Context: an optimization exercise on an open-source flow, tuned for small area and a short achievable clock period. The choices shown serve that exercise and are no tape-out recipe.
At most, simulation tests tie the RTL to the original design; equivalence was not proved.
Power and IR drop assume default switching activity.

==> flow/design.v <==
module Median_Filter#
  (parameter row = 554, col = 430)
  (input            clk,
  input signed[31:0]pixel,
  input       [7:0] data_in_0, data_in_1, data_in_2,
  input       [7:0] data_in_3, data_in_4, data_in_5,
  input       [7:0] data_in_6, data_in_7, data_in_8,
  output            done,
  output reg  [7:0]data_filtered);
  function gt8;
    input [7:0] a, b;
    integer i;
    begin
      gt8 = 1'b0;
      for (i = 0; i < 8; i = i + 1)
        gt8 = (a[i] & ~b[i]) | ((a[i] | ~b[i]) & gt8);
    end
  endfunction
  wire [17:0] p  = pixel[17:0];
  wire [16:0] q  = pixel[17:1];
  wire        p0 = pixel[0];
  wire p_lt_r;
  assign p_lt_r = (~p[17] & (~p[16] & (~p[15] & (~p[14] & (~p[13] & (~p[12] & (~p[11] & (~p[10] & (~p[9] | (~p[8] & (~p[7] & (~p[6] & (~p[5] | (~p[4] & (~p[3] | (~p[2] & ~p[1]))))))))))))))));
  wire p_lt_last;
  assign p_lt_last = (~p[17] | (~p[16] | (~p[15] | (~p[14] & (~p[13] | (~p[12] & (~p[11] & (~p[10] & (~p[9] & (~p[8] & (~p[7] & (~p[6] | (~p[5] | (~p[4] & (~p[3] & (~p[2] & ~p[1]))))))))))))))));
  wire in_img;
  mf_bound u_bound (.p(pixel), .done(done), .in_img(in_img));
  wire col_edge = in_img & (p_lt_r | ~p_lt_last);
  wire [14:0] nq = ~q[14:0];
  wire np0 = ~p0;
  wire ry1;
  mf_and2 u_and21 (.a(q[0]), .b(np0), .y(ry1));
  wire ry2;
  mf_maj u_maj2 (.a(q[1]), .b(np0), .c(ry1), .y(ry2));
  wire ry3;
  mf_maj u_maj3 (.a(q[2]), .b(nq[0]), .c(ry2), .y(ry3));
  wire ry4;
  mf_xnor2 u_xnor24 (.a(q[3]), .b(nq[1]), .y(ry4));
  wire ry5;
  mf_or2 u_or25 (.a(q[3]), .b(nq[1]), .y(ry5));
  wire ry6;
  mf_and2 u_and26 (.a(ry4), .b(ry3), .y(ry6));
  wire rs7, rco7;
  mf_fa u_fa7 (.a(q[4]), .b(nq[2]), .c(ry5), .s(rs7), .co(rco7));
  wire ry8;
  mf_and2 u_and28 (.a(rs7), .b(ry6), .y(ry8));
  wire ry9;
  mf_xnor2 u_xnor29 (.a(q[5]), .b(nq[3]), .y(ry9));
  wire ry10;
  mf_or2 u_or210 (.a(q[5]), .b(nq[3]), .y(ry10));
  wire ry11;
  mf_maj u_maj11 (.a(ry9), .b(rco7), .c(ry8), .y(ry11));
  wire rs12, rco12;
  mf_fa u_fa12 (.a(q[6]), .b(q[0]), .c(p0), .s(rs12), .co(rco12));
  wire rs13, rco13;
  mf_fa u_fa13 (.a(nq[4]), .b(ry10), .c(rs12), .s(rs13), .co(rco13));
  wire ry14;
  mf_and2 u_and214 (.a(rs13), .b(ry11), .y(ry14));
  wire rs15, rco15;
  mf_fa u_fa15 (.a(q[7]), .b(q[1]), .c(nq[5]), .s(rs15), .co(rco15));
  wire rs16, rco16;
  mf_fa u_fa16 (.a(rco12), .b(rs15), .c(rco13), .s(rs16), .co(rco16));
  wire ry17;
  mf_and2 u_and217 (.a(rs16), .b(ry14), .y(ry17));
  wire rs18, rco18;
  mf_fa u_fa18 (.a(q[8]), .b(q[2]), .c(nq[6]), .s(rs18), .co(rco18));
  wire rs19, rco19;
  mf_fa u_fa19 (.a(rco15), .b(rs18), .c(rco16), .s(rs19), .co(rco19));
  wire ry20;
  mf_and2 u_and220 (.a(rs19), .b(ry17), .y(ry20));
  wire rs21, rco21;
  mf_fa u_fa21 (.a(q[9]), .b(q[3]), .c(nq[7]), .s(rs21), .co(rco21));
  wire rs22, rco22;
  mf_fa u_fa22 (.a(nq[0]), .b(np0), .c(rco18), .s(rs22), .co(rco22));
  wire rs23, rco23;
  mf_fa u_fa23 (.a(rs21), .b(rs22), .c(rco19), .s(rs23), .co(rco23));
  wire rs24, rco24;
  mf_fa u_fa24 (.a(q[10]), .b(q[4]), .c(nq[8]), .s(rs24), .co(rco24));
  wire rs25, rco25;
  mf_fa u_fa25 (.a(nq[1]), .b(rco21), .c(rs24), .s(rs25), .co(rco25));
  wire rs26, rco26;
  mf_fa u_fa26 (.a(rco22), .b(rs25), .c(rco23), .s(rs26), .co(rco26));
  wire rs27, rco27;
  mf_fa u_fa27 (.a(q[11]), .b(q[5]), .c(q[0]), .s(rs27), .co(rco27));
  wire rs28, rco28;
  mf_fa u_fa28 (.a(p0), .b(nq[9]), .c(nq[2]), .s(rs28), .co(rco28));
  wire rs29, rco29;
  mf_fa u_fa29 (.a(rs27), .b(rco24), .c(rs28), .s(rs29), .co(rco29));
  wire rs30, rco30;
  mf_fa u_fa30 (.a(rco25), .b(rs29), .c(rco26), .s(rs30), .co(rco30));
  wire rs31, rco31;
  mf_fa u_fa31 (.a(q[12]), .b(q[6]), .c(q[1]), .s(rs31), .co(rco31));
  wire rs32, rco32;
  mf_fa u_fa32 (.a(nq[10]), .b(nq[3]), .c(rco27), .s(rs32), .co(rco32));
  wire rs33, rco33;
  mf_fa u_fa33 (.a(rs31), .b(rco28), .c(rs32), .s(rs33), .co(rco33));
  wire rs34, rco34;
  mf_fa u_fa34 (.a(rco29), .b(rs33), .c(rco30), .s(rs34), .co(rco34));
  wire rs35, rco35;
  mf_fa u_fa35 (.a(q[13]), .b(q[7]), .c(q[2]), .s(rs35), .co(rco35));
  wire rs36, rco36;
  mf_fa u_fa36 (.a(nq[11]), .b(nq[4]), .c(rco31), .s(rs36), .co(rco36));
  wire rs37, rco37;
  mf_fa u_fa37 (.a(rs35), .b(rco32), .c(rs36), .s(rs37), .co(rco37));
  wire rs38, rco38;
  mf_fa u_fa38 (.a(rco33), .b(rs37), .c(rco34), .s(rs38), .co(rco38));
  wire rs39, rco39;
  mf_fa u_fa39 (.a(q[14]), .b(q[8]), .c(q[3]), .s(rs39), .co(rco39));
  wire rs40, rco40;
  mf_fa u_fa40 (.a(q[0]), .b(p0), .c(nq[12]), .s(rs40), .co(rco40));
  wire rs41, rco41;
  mf_fa u_fa41 (.a(nq[5]), .b(rco35), .c(rs39), .s(rs41), .co(rco41));
  wire rs42, rco42;
  mf_fa u_fa42 (.a(rs40), .b(rco36), .c(rs41), .s(rs42), .co(rco42));
  wire rs43, rco43;
  mf_fa u_fa43 (.a(rco37), .b(rs42), .c(rco38), .s(rs43), .co(rco43));
  wire rs44, rco44;
  mf_fa u_fa44 (.a(q[15]), .b(q[9]), .c(q[4]), .s(rs44), .co(rco44));
  wire rs45, rco45;
  mf_fa u_fa45 (.a(q[1]), .b(nq[13]), .c(nq[6]), .s(rs45), .co(rco45));
  wire rs46, rco46;
  mf_fa u_fa46 (.a(rco39), .b(rs44), .c(rco40), .s(rs46), .co(rco46));
  wire rs47, rco47;
  mf_fa u_fa47 (.a(rs45), .b(rco41), .c(rs46), .s(rs47), .co(rco47));
  wire rs48, rco48;
  mf_fa u_fa48 (.a(rco42), .b(rs47), .c(rco43), .s(rs48), .co(rco48));
  wire rt48 = q[16] ^ q[10] ^ q[5];
  wire rt49 = q[2] ^ nq[14] ^ nq[7];
  wire rt50 = rco44 ^ rt48 ^ rco45;
  wire rt51 = rt49 ^ rco46 ^ rt50;
  wire rt52 = rco47 ^ rt51 ^ rco48;
  wire row_mult_ok = (rs23 ~^ ry20) & (rs26 ~^ rs23) & (rs30 ~^ rs26) & (rs34 ~^ rs30) & (rs38 ~^ rs34) & (rs43 ~^ rs38) & (rs48 ~^ rs43) & (rt52 ~^ rs48);
  wire row_edge = in_img & row_mult_ok;
  wire [7:0] m0n, m1n, m2n, res;
  mf_med3n u_m0 (.a(data_in_0), .b(data_in_1), .c(data_in_2), .force_b(col_edge), .yn(m0n));
  mf_med3n u_m1 (.a(data_in_3), .b(data_in_4), .c(data_in_5), .force_b(col_edge), .yn(m1n));
  mf_med3n u_m2 (.a(data_in_6), .b(data_in_7), .c(data_in_8), .force_b(col_edge), .yn(m2n));
  mf_med3n u_mf (.a(m0n), .b(m1n), .c(m2n), .force_b(row_edge), .yn(res));
  always @(posedge clk)
    data_filtered <= res;
endmodule
module mf_med3n
  (input  [7:0] a, b, c,
   input        force_b,
   output [7:0] yn);
  function gt8;
    input [7:0] a, b;
    integer i;
    begin
      gt8 = 1'b0;
      for (i = 0; i < 8; i = i + 1)
        gt8 = (a[i] & ~b[i]) | ((a[i] | ~b[i]) & gt8);
    end
  endfunction
  wire gab = gt8(a, b);
  wire gbc = gt8(b, c);
  wire gac = gt8(a, c);
  wire sb = ~(gab ^ gbc) | force_b;
  wire sa = ~sb & (gab ^ gac);
  wire sc = ~sb & ~(gab ^ gac);
  genvar i;
  generate
    for (i = 0; i < 8; i = i + 1) begin : g_sel
      mf_aoi222 u_sel (.a1(sa), .a2(a[i]), .b1(sb), .b2(b[i]), .c1(sc), .c2(c[i]), .y(yn[i]));
    end
  endgenerate
endmodule
module mf_bound (input [31:0] p, output done, in_img);
  wire past = (|p[30:18]) | (p[17:0] >= 18'd238220);
  assign done   = ~p[31] & past;
  assign in_img = ~p[31] & ~past;
endmodule
module mf_fa (input a, b, c, output s, co);
  assign s  = a ^ b ^ c;
  assign co = (a & b) | (a & c) | (b & c);
endmodule
module mf_ha (input a, b, output s, co);
  assign s  = a ^ b;
  assign co = a & b;
endmodule
module mf_and2 (input a, b, output y);
  assign y = a & b;
endmodule
module mf_or2 (input a, b, output y);
  assign y = a | b;
endmodule
module mf_xnor2 (input a, b, output y);
  assign y = ~(a ^ b);
endmodule
module mf_xor2 (input a, b, output y);
  assign y = a ^ b;
endmodule
module mf_maj (input a, b, c, output y);
  assign y = (a & b) | (a & c) | (b & c);
endmodule
module mf_aoi222
  (input a1, a2, b1, b2, c1, c2,
   output y);
  assign y = ~((a1 & a2) | (b1 & b2) | (c1 & c2));
endmodule
export LEC_CHECK = 0
export CAP_MARGIN = 20
export CORE_MARGIN = 2
export CORE_UTILIZATION = 40
export CTS_BUF_LIST = sky130_fd_sc_hd__clkbuf_2
export SLEW_MARGIN = 20
create_clock -name core_clock -period 32.0 [get_ports {clk}]
standard.sh (not shown) runs the stock make flow with config.mk's settings and CLKGATE_MAP_FILE= SYNTH_SCRIPT=/design/flow/synth_recipe.tcl, a recipe that flattens the netlist after the stock synthesis.
==> flow/flow/run.sh <==
#!/bin/bash
# Own layout flow: the standard ORFS flow with these changes:
#  2. ports are buffered with sky130_fd_sc_hd__buf_1;
#  3. timing repair aims at a setup slack of 18.55 ns instead of 0, so that it
#     speeds up the short combinational path to `done` (e.g. by sizing the
#     port buffers that drive it).
# Each tool's output goes to a log file in the work folder.
set -euo pipefail
W=$(pwd)
export MF_FLOW="$W/flow"
export BUFFER_PORTS_ARGS="-buffer_cell sky130_fd_sc_hd__buf_1"
export SETUP_SLACK_MARGIN=18.55
make -C "$FLOW_HOME" DESIGN_CONFIG="$W/config.mk" WORK_HOME="$W/orfs" CLKGATE_MAP_FILE= \
  SYNTH_SCRIPT="$W/flow/synth.tcl" synth > "$W/synth.log" 2>&1
bash "$W/standard.sh" > "$W/layout.log" 2>&1
test -f "$W/out/final.def"
Other scripts of this flow, unchanged in this note and not shown: flow/flow/area.abc, flow/flow/cells_map.v, flow/flow/synth.tcl
The first run ran to the end with no violations.
Rerun with:
==> flow/flow/run.sh (replaced) <==
#!/bin/bash
# Own layout flow: the standard ORFS flow with these changes:
#  2. ports are buffered with sky130_fd_sc_hd__buf_1;
#  3. timing repair aims at a setup slack of 18.35 ns instead of 0, so that it
#     speeds up the short combinational path to `done` (e.g. by sizing the
#     port buffers that drive it).
# Each tool's output goes to a log file in the work folder.
set -euo pipefail
W=$(pwd)
export MF_FLOW="$W/flow"
export BUFFER_PORTS_ARGS="-buffer_cell sky130_fd_sc_hd__buf_1"
export SETUP_SLACK_MARGIN=18.35
make -C "$FLOW_HOME" DESIGN_CONFIG="$W/config.mk" WORK_HOME="$W/orfs" CLKGATE_MAP_FILE= \
  SYNTH_SCRIPT="$W/flow/synth.tcl" synth > "$W/synth.log" 2>&1
bash "$W/standard.sh" > "$W/layout.log" 2>&1
test -f "$W/out/final.def"
Result: Final area fell by 0.67%; routed wire length is about the same; flip-flop and latch count is unchanged; die area does not change; core utilization shrinks by 0.33 points; setup slack degrades by 0.019 ns; total power hardly moves; synthesized cell count does not change.


// Median_Filter: RTL as listed in full above, without the edits since
export LEC_CHECK = 0
export CAP_MARGIN = 20
export CORE_MARGIN = 2
export CORE_UTILIZATION = 40
export CTS_BUF_LIST = sky130_fd_sc_hd__clkbuf_2
export SLEW_MARGIN = 20
create_clock -name core_clock -period 32.0 [get_ports {clk}]
==> flow/flow/run.sh <==
#!/bin/bash
# Own layout flow: the standard ORFS flow with these changes:
#  2. ports are buffered with sky130_fd_sc_hd__buf_1.
# Each tool's output goes to a log file in the work folder.
set -euo pipefail
W=$(pwd)
export MF_FLOW="$W/flow"
export BUFFER_PORTS_ARGS="-buffer_cell sky130_fd_sc_hd__buf_1"
make -C "$FLOW_HOME" DESIGN_CONFIG="$W/config.mk" WORK_HOME="$W/orfs" CLKGATE_MAP_FILE= \
  SYNTH_SCRIPT="$W/flow/synth.tcl" synth > "$W/synth.log" 2>&1
bash "$W/standard.sh" > "$W/layout.log" 2>&1
test -f "$W/out/final.def"
Other scripts of this flow, unchanged in this note and not shown: flow/flow/area.abc, flow/flow/cells_map.v, flow/flow/synth.tcl
Next try:
Settings changed: CTS_CLUSTER_DIAMETER set to 200, CTS_CLUSTER_SIZE set to 10, GPL_TIMING_DRIVEN set to 0.
Worst hold slack is about the same.
Design area stays flat.
Power hardly moves.


Another version of the RTL of Median_Filter (not shown whole).
For scale: roughly 410 cells after synthesis, ~0.0031 sq mm of cells after synthesis.
==> flow/config.mk <==
export PLATFORM = sky130hd
export DESIGN_NAME = Median_Filter
export DESIGN_NICKNAME = Median_Filter
export VERILOG_FILES = /design/flow/design.v
export SDC_FILE = /design/flow/constraint.sdc
export NUM_CORES = 4
export LEC_CHECK = 0
export CAP_MARGIN = 20
export CORE_MARGIN = 2
export CORE_UTILIZATION = 40
export CTS_BUF_LIST = sky130_fd_sc_hd__clkbuf_2
export SLEW_MARGIN = 20
==> flow/constraint.sdc <==
create_clock -name core_clock -period 32.0 [get_ports {clk}]
set_input_delay 6.4000 -clock core_clock [delete_from_list [all_inputs] [get_ports {clk}]]
set_output_delay 6.4000 -clock core_clock [all_outputs]
set_load 0.01 [all_outputs]
==> flow/flow/run.sh <==
#!/bin/bash
# Own layout flow: the standard ORFS flow with these changes:
#  2. ports are buffered with sky130_fd_sc_hd__buf_1;
#  3. timing repair aims at a setup slack of 18.7 ns (a 13.3 ns period) instead
#     of 0, so that it speeds up the short combinational path to `done`.
# Each tool's output goes to a log file in the work folder.
set -euo pipefail
W=$(pwd)
export MF_FLOW="$W/flow"
export BUFFER_PORTS_ARGS="-buffer_cell sky130_fd_sc_hd__buf_1"
export SETUP_SLACK_MARGIN=18.7
make -C "$FLOW_HOME" DESIGN_CONFIG="$W/config.mk" WORK_HOME="$W/orfs" CLKGATE_MAP_FILE= \
  SYNTH_SCRIPT="$W/flow/synth.tcl" synth > "$W/synth.log" 2>&1
bash "$W/standard.sh" > "$W/layout.log" 2>&1
test -f "$W/out/final.def"
==> flow/flow/area.abc <==
strash
dc2
dch -f
map -a
strash
dch -f
map -a
topo
==> flow/flow/cells_map.v <==
// Hand mapping of the design's leaf modules onto library cells.
module mf_aoi222 (input a1, a2, b1, b2, c1, c2, output y);
  sky130_fd_sc_hd__a222oi_1 _TECHMAP_REPLACE_ (.A1(a1), .A2(a2), .B1(b1), .B2(b2), .C1(c1), .C2(c2), .Y(y));
endmodule
module mf_fa (input a, b, c, output s, co);
  sky130_fd_sc_hd__fa_1 _TECHMAP_REPLACE_ (.A(a), .B(b), .CIN(c), .SUM(s), .COUT(co));
endmodule
module mf_ha (input a, b, output s, co);
  sky130_fd_sc_hd__ha_1 _TECHMAP_REPLACE_ (.A(a), .B(b), .SUM(s), .COUT(co));
endmodule
module mf_maj (input a, b, c, output y);
  sky130_fd_sc_hd__maj3_1 _TECHMAP_REPLACE_ (.A(a), .B(b), .C(c), .X(y));
endmodule
==> flow/flow/synth.tcl <==
proc synth {args} { yosys synth -nofsm -noshare {*}$args }
# As synth_recipe.tcl, except:
#  - after the first hierarchy pass, the design's leaf modules listed in
#    flow/cells_map.v are mapped onto the library cells given there;
#  - the logic cone of the output `done` is mapped with ORFS's speed script,
#    the rest with the area-oriented script flow/area.abc.
set ::mf_mapped 0
proc hierarchy {args} {
  yosys hierarchy {*}$args
  if { !$::mf_mapped } {
    set ::mf_mapped 1
    yosys techmap -map $::env(MF_FLOW)/cells_map.v
    yosys hierarchy {*}$args
  }
}
proc abc {args} {
  set i [lsearch -exact $args -script]
  set speed [lreplace $args [expr {$i + 1}] [expr {$i + 1}] $::env(SCRIPTS_DIR)/abc_speed.script]
  set area [lreplace $args [expr {$i + 1}] [expr {$i + 1}] $::env(MF_FLOW)/area.abc]
  yosys select -set mf_done_cone w:done %ci*
  yosys abc {*}$speed @mf_done_cone
  yosys abc {*}$area
}
source $::env(SCRIPTS_DIR)/synth.tcl
# left out here: clear keep_hierarchy, flatten, clean up, hide names made inside functions, write 1_2_yosys.v
The starting point passed the timing, DRC and antenna checks.
Then changed:
--- a/flow/flow/run.sh
+++ b/flow/flow/run.sh
@@ -3,3 +3 @@
-#  2. ports are buffered with sky130_fd_sc_hd__buf_1;
-#  3. timing repair aims at a setup slack of 18.7 ns (a 13.3 ns period) instead
-#     of 0, so that it speeds up the short combinational path to `done`.
+#  2. ports are buffered with sky130_fd_sc_hd__buf_1.
@@ -11 +8,0 @@
-export SETUP_SLACK_MARGIN=18.7
Result:
- wire length falls by 1.8%
- global-route usage went down by 0.24 points
- combinational power hardly moves
- clock power fell by 6.3%
- count of clock-buffer cells in the layout is unchanged
- design area came out lower by 1.5%
- final cell count does not change
- flip-flop and latch count is unchanged
- total power is lower by 0.59%
- area after synthesis stays the same
- worst setup slack loses 0.11 ns
Function was not checked in any run of this note: the RTL went through the layout flow alone.

-- port drivers added, routing unchanged --
No port has a modelled driver above. Below, the same layouts with a new extraction and two added sets of constraints.
Step 1 (the two cells are an assumption about what drives the block):
set clk [get_ports {clk}]
set_driving_cell -lib_cell sky130_fd_sc_hd__clkbuf_16 $clk
set_driving_cell -lib_cell sky130_fd_sc_hd__buf_2 [delete_from_list [all_inputs] $clk]
Step 2 times the ports against the registers' clock, not the clock port: input delays grow and output delays shrink by t, the midpoint of the rising clock arrivals with the driver on.
Three values: ideal, step 1, step 2; two values: the first two.
run | t (ns) | setup WS [ns] | hold WS [ns] | latest minus earliest clock arrival (ns)
the first run of note 1 | 0.251 | 18.363 / 18.334 / 18.334 | 6.716 / 6.719 / 6.809 | 0.002 / 0.002
the second run of note 1 | 0.249 | 18.344 / 18.323 / 18.323 | 6.770 / 6.774 / 6.811 | 0.000 / 0.001
the first run of note 2 | 0.249 | 18.194 / 18.171 / 18.171 | 6.727 / 6.730 / 6.811 | 0.001 / 0.001
the second run of note 2 | 0.243 | 18.157 / 18.136 / 18.136 | 6.724 / 6.728 / 6.810 | 0.000 / 0.001
the first run of note 3 | 0.266 | 18.055 / 18.034 / 18.034 | 6.687 / 6.692 / 6.814 | 0.008 / 0.008
the second run of note 3 | 0.247 | 17.945 / 17.923 / 17.923 | 6.694 / 6.697 / 6.820 | 0.005 / 0.006
After both steps every run listed still meets setup and hold. For the first run of note 1, which loses most, drivers alone change the setup slack by -0.029 ns; drivers and shift together by -0.029 ns.
